What follows belongs to an exercise in optimizing a design on an open flow for small area; a production flow would make more cautious choices. Where RTL was checked, it was by simulation tests only, not by an equivalence proof against the original.

// game_of_silicon
module game_of_silicon (
    input logic clk,
    input logic rst,
    input logic reset,
    input logic load,
    input logic [299:0] load_grid,
    output logic [299:0] grid_out,
    output logic [7:0] segment_pins,
    output logic [3:0] display_select,
    output logic [2:0] rgb,
    output logic vsync,
    output logic hsync
);
  logic [299:0] grid, gen;
  logic [6:0]   tcnt;       
  logic [1:0]   kp;
  logic [3:0]   code;
  logic [5:0]   hs, vs;
  logic [4:0]   hc;
  logic [3:0]   vc;
  logic         pix_q;
  logic [299:0] grid_n, gen_n;
  logic [6:0]   tcnt_n;
  logic [1:0]   kp_n;
  logic [3:0]   code_n;
  logic [5:0]   hs_n, vs_n;
  logic [4:0]   hc_n;
  logic [3:0]   vc_n;
  logic         pix;
  always_ff @(posedge clk) begin
    grid  <= grid_n;
    gen   <= gen_n;
    tcnt  <= tcnt_n;
    kp    <= kp_n;
    code  <= code_n;
    hs    <= hs_n;
    vs    <= vs_n;
    hc    <= hc_n;
    vc    <= vc_n;
    pix_q <= pix;
  end
  logic tick_display, tick_generation;
  gos_ticks u_ticks (.rst(rst), .t(tcnt), .t_n(tcnt_n), .td(tick_display), .tg(tick_generation));
  logic nload, rl, nrl, nreset;
  gos_gridsel u_gsel (.rst(rst), .load(load), .reset(reset),
                      .nload(nload), .rl(rl), .nrl(nrl), .nreset(nreset));
  logic [299:0] pn0, pk, pu0, pu1, pc0, pc1;
  ...
clock: 400.0 ns
lec_check: 0
abc_area: 0
cap_margin: 20
core_margin: 2
core_utilization: 45
slew_margin: 20
synth_hierarchical: 1
standard.sh (not shown) runs the stock make flow with config.mk's settings and CLKGATE_MAP_FILE= SYNTH_SCRIPT=/design/flow/synth_recipe.tcl, a recipe that flattens the netlist after the stock synthesis.
==> flow/flow/run.sh <==
#!/bin/bash
# Layout flow: the standard flow (standard.sh: ORFS synthesis to finish),
# with three changes to how the layout is made:
#  - the port buffers that ORFS puts on every input and output are the
#    smallest buffer cell (buf_1) instead of ORFS's default pick;
#  - the clock tree uses larger sink clusters and no dummy loads;
#  - after placement, logic cells that drive only a few pins are swapped to the
#    smallest drive strength of the same function (flow/downsize.tcl), and
#    repair_design then fixes any slew or capacitance limit.
# Every tool's output goes to standard_run.log here and to ORFS's own logs
# under orfs/logs.
set -o pipefail
HERE=$(pwd)
export BUFFER_PORTS_ARGS="-buffer_cell sky130_fd_sc_hd__buf_1"
export CTS_ARGS="-sink_clustering_enable -repair_clock_nets -dont_use_dummy_load -sink_clustering_size 25 -sink_clustering_max_diameter 110 -buf_list {sky130_fd_sc_hd__clkbuf_8 sky130_fd_sc_hd__clkbuf_16}"
export POST_RESIZE_TCL="$HERE/flow/downsize.tcl"
bash standard.sh > standard_run.log 2>&1
Other scripts of this flow, unchanged in this note and not shown: flow/flow/downsize.tcl
Rerun with:
--- a/flow/flow/run.sh
+++ b/flow/flow/run.sh
@@ -14,3 +14,3 @@
 export BUFFER_PORTS_ARGS="-buffer_cell sky130_fd_sc_hd__buf_1"
-export CTS_ARGS="-sink_clustering_enable -repair_clock_nets -dont_use_dummy_load -sink_clustering_size 25 -sink_clustering_max_diameter 110 -buf_list {sky130_fd_sc_hd__clkbuf_8 sky130_fd_sc_hd__clkbuf_16}"
+export CTS_ARGS="-sink_clustering_enable -repair_clock_nets -dont_use_dummy_load -sink_clustering_size 22 -sink_clustering_max_diameter 120 -buf_list {sky130_fd_sc_hd__clkbuf_8 sky130_fd_sc_hd__clkbuf_16}"
 export POST_RESIZE_TCL="$HERE/flow/downsize.tcl"
GPL_TIMING_DRIVEN = 0   (was default)
=>
- area after synthesis does not change
- non-clock buffer count is lower by 162
- global-route usage is lower by 1.5 points
- worst setup slack loses 0.085 ns
- clock-buffer cell count is lower by 3
- final cell count is lower by 2.0%
Rerun with:
GPL_TIMING_DRIVEN = default   (was 0)
The changed run went through all stages and came out clean.
Clock-buffer cell count is unchanged.
Cell count climbs by 2.0%.
Setup slack improved by 0.090 ns.
Register-to-register slack barely changes.
Die area stays the same.
Function was not checked in any run of this note: the RTL went through the layout flow alone.

Setup of run a:
Another version of the RTL of game_of_silicon (not shown whole).
Size: ~5500 cells after synthesis, ~620 I/O pins, roughly 0.061 mm² of cells after synthesis.
Settings: LEC_CHECK=0, ABC_AREA=0, CAP_MARGIN=20, CORE_MARGIN=2, CORE_UTILIZATION=65, CTS_BUF_LIST=sky130_fd_sc_hd__clkbuf_4 sky130_fd_sc_hd__clkbuf_8, SLEW_MARGIN=20, SYNTH_HIERARCHICAL=1; clock period 400.0 ns.
run.sh (not shown) runs the stock make flow with config.mk's settings and CLKGATE_MAP_FILE= SYNTH_SCRIPT=/design/flow/synth_recipe.tcl, a recipe that flattens the netlist after the stock synthesis.
Stock flow here: none of the scripts above is used.
Run a | stages: all done | timing, DRC, antenna: all pass
Modified inputs, run b compared to run a
Settings: swapping 20 for 0 in CAP_MARGIN; swapping sky130_fd_sc_hd__clkbuf_4 sky130_fd_sc_hd__clkbuf_8 for sky130_fd_sc_hd__clkbuf_2 sky130_fd_sc_hd__clkbuf_4 in CTS_BUF_LIST; swapping 20 for 0 in SLEW_MARGIN.
[summary]
The start point of the critical path comes out hs[0]$_DFF_P_ in one run and reset in the other, namely in run b and run a respectively. Overall routing resource usage: run b vs run a, no meaningful difference. Re buffer count from post-CTS setup fixing: no difference whatsoever between run b and run a.
No run of this note included a check of the RTL's function; only the layout flow was run.

game_of_silicon, a different RTL version from the one above (not shown whole).
Size: roughly 5,400 cells after synthesis, about 620 I/O pins, roughly 61,000 um2 of cells after synthesis.
clock: 400.0 ns
lec_check: 0
abc_area: 0
cap_margin: 20
core_margin: 2
core_utilization: 45
slew_margin: 20
synth_hierarchical: 1
standard.sh (not shown) runs the stock make flow with config.mk's settings and CLKGATE_MAP_FILE= SYNTH_SCRIPT=/design/flow/synth_recipe.tcl, a recipe that flattens the netlist after the stock synthesis.
==> flow/flow/run.sh <==
#!/bin/bash
# Layout flow: the standard flow (standard.sh: ORFS synthesis to finish),
# with these changes to how the layout is made:
#  - the port buffers that ORFS puts on every input and output are the
#    smallest buffer cell (buf_1) instead of ORFS's default pick;
#  - placement keeps every net to at most 40 pins (flow/fanout.tcl);
#  - after global placement, the buffers that timing-driven placement put on
#    flip-flop outputs are taken out again (flow/unbuf.tcl);
#  - after the resize step, logic cells that drive only a few pins are swapped
#    to the smallest drive strength of the same function (flow/downsize.tcl),
#    and repair_design then fixes any slew or capacitance limit;
#  - the clock tree uses larger sink clusters and no dummy loads.
# Every tool's output goes to standard_run.log here and to ORFS's own logs
# under orfs/logs.
set -o pipefail
HERE=$(pwd)
export BUFFER_PORTS_ARGS="-buffer_cell sky130_fd_sc_hd__buf_1"
export CTS_ARGS="-sink_clustering_enable -repair_clock_nets -dont_use_dummy_load -sink_clustering_size 28 -sink_clustering_max_diameter 90 -buf_list {sky130_fd_sc_hd__clkbuf_16}"
export PRE_GLOBAL_PLACE_TCL="$HERE/flow/fanout.tcl"
export POST_GLOBAL_PLACE_TCL="$HERE/flow/unbuf.tcl"
export POST_RESIZE_TCL="$HERE/flow/downsize.tcl"
bash standard.sh > standard_run.log 2>&1
==> flow/flow/downsize.tcl <==
# Swap logic cells to the smallest drive strength of the same function when
# they drive only a few pins; repair_design afterwards fixes any slew or
# capacitance limit the smaller cells break.
set block [ord::get_db_block]
set db [ord::get_db]
set swapped 0
set saved 0.0
foreach inst [$block getInsts] {
  set master [$inst getMaster]
  set name [$master getName]
  if {![regexp {^(sky130_fd_sc_hd__[a-z0-9]+)_([0-9]+)$} $name -> base drive]} { continue }
  if {$drive <= 1} { continue }
  # leave clock-tree, delay and port buffers alone
  set short [string range $base 16 end]
  if {[regexp {^(clkbuf|clkinv|clkdly|dlygate|dlymetal|bufinv|buf|conb|diode|tap|fill|decap|df|dl|sdf|edf|sedf)} $short]} { continue }
  # fanout of the output pins
  set fanout 0
  foreach it [$inst getITerms] {
    if {[$it isOutputSignal]} {
      set net [$it getNet]
      if {$net ne "NULL"} { set fanout [expr {$fanout + [llength [$net getITerms]] - 1 + [llength [$net getBTerms]]}] }
    }
  }
  if {$fanout > 6} { continue }
  set best ""
  set best_area [expr {[$master getWidth] * [$master getHeight]}]
  foreach d {1 0} {
    set cand [$db findMaster ${base}_$d]
    if {$cand eq "NULL"} { continue }
    set a [expr {[$cand getWidth] * [$cand getHeight]}]
    if {$a < $best_area} { set best $cand; set best_area $a }
  }
  if {$best eq ""} { continue }
  set old [expr {[$master getWidth] * [$master getHeight]}]
  replace_cell [$inst getName] [$best getName]
  incr swapped
  set saved [expr {$saved + ($old - $best_area) / 1e6}]
}
puts "downsize: swapped $swapped cells, [format %.1f $saved] um2 less"
estimate_parasitics -placement
repair_design
Other scripts of this flow, unchanged in this note and not shown: flow/flow/fanout.tcl, flow/flow/unbuf.tcl
The baseline produced a clean layout.
Rerun with:
--- a/flow/flow/run.sh
+++ b/flow/flow/run.sh
@@ -17,3 +17,3 @@
 export BUFFER_PORTS_ARGS="-buffer_cell sky130_fd_sc_hd__buf_1"
-export CTS_ARGS="-sink_clustering_enable -repair_clock_nets -dont_use_dummy_load -sink_clustering_size 28 -sink_clustering_max_diameter 90 -buf_list {sky130_fd_sc_hd__clkbuf_16}"
+export CTS_ARGS="-sink_clustering_enable -repair_clock_nets -dont_use_dummy_load -sink_clustering_size 22 -sink_clustering_max_diameter 120 -buf_list {sky130_fd_sc_hd__clkbuf_8 sky130_fd_sc_hd__clkbuf_16}"
 export PRE_GLOBAL_PLACE_TCL="$HERE/flow/fanout.tcl"
Settings changed: CORE_UTILIZATION 45 to 60.
Outcome: Via count went up by 0.88%; hold slack degrades by 0.014 ns; global-route usage went up by 9.0 points; wire length went down by 7.2%; final area went down by 1.2%; die area went down by 25%.
Rerun with:
--- a/flow/flow/run.sh
+++ b/flow/flow/run.sh
@@ -10,3 +10,4 @@
 #    to the smallest drive strength of the same function (flow/downsize.tcl),
-#    and repair_design then fixes any slew or capacitance limit;
+#    placement buffers are made buf_2, and repair_design then fixes any slew
+#    or capacitance limit;
 #  - the clock tree uses larger sink clusters and no dummy loads.
--- a/flow/flow/downsize.tcl
+++ b/flow/flow/downsize.tcl
@@ -38,3 +38,14 @@
 }
-puts "downsize: swapped $swapped cells, [format %.1f $saved] um2 less"
+# buffers that placement put into high-fanout nets: buf_2 is enough for
+# nearly all of them (repair_design below upsizes any that is not)
+set bufswapped 0
+foreach inst [$block getInsts] {
+  set name [[$inst getMaster] getName]
+  if {![regexp {^sky130_fd_sc_hd__buf_([0-9]+)$} $name -> drive]} { continue }
+  if {$drive <= 2} { continue }
+  if {[string match input* [$inst getName]] || [string match output* [$inst getName]]} { continue }
+  replace_cell [$inst getName] sky130_fd_sc_hd__buf_2
+  incr bufswapped
+}
+puts "downsize: swapped $swapped cells, [format %.1f $saved] um2 less; $bufswapped buffers to buf_2"
 estimate_parasitics -placement
Settings changed: CORE_UTILIZATION 60 to 45.
Non-clock buffer count drops by 10.
Cell count climbs by about 5%.
Final area climbs by about 0.46%.
Via count drops by about 1%.
Critical path depth climbs by 4.

[what the ideal ports hide]
Ports are ideal in the flow. The routed layouts listed here were re-timed in OpenROAD. Step 1 assumes that a clkbuf_16 drives the clock port and a buf_2 every other input. Step 2 moves the port delays by t, midway between the first and last clock arrival at a register: inputs arrive t later, outputs are due t later. That takes back most of the time a late clock gives input paths. Slacks: ideal ports / drivers / drivers and shift; pairs: ideal ports / drivers.
| run | shift t [ns] | setup slack, ns | worst hold slack (ns) |
|---|---|---|---|
| the first run of note 1 | 0.728 | 317.586 / 317.505 / 316.946 | 0.440 / 0.440 / 0.440 |
| the second run of note 1 | 0.726 | 317.501 / 317.560 / 316.835 | 0.445 / 0.445 / 0.445 |
| the third run of note 1 | 0.742 | 317.591 / 317.506 / 316.941 | 0.437 / 0.437 / 0.437 |
| run a | 0.915 | 316.520 / 316.570 / 315.655 | 0.464 / 0.464 / 0.464 |
| run b | 1.246 | 316.684 / 316.610 / 315.673 | 0.460 / 0.460 / 0.460 |
| the first run of note 3 | 0.740 | 317.206 / 317.135 / 316.521 | 0.455 / 0.455 / 0.455 |
| the second run of note 3 | 0.696 | 317.253 / 317.171 / 316.696 | 0.441 / 0.441 / 0.441 |
| the third run of note 3 | 0.725 | 316.176 / 316.227 / 315.502 | 0.448 / 0.448 / 0.448 |
After both steps setup and hold are still met in every run listed. For run b, which loses most, drivers alone change the setup slack by -0.074 ns; drivers and shift together by -1.011 ns.
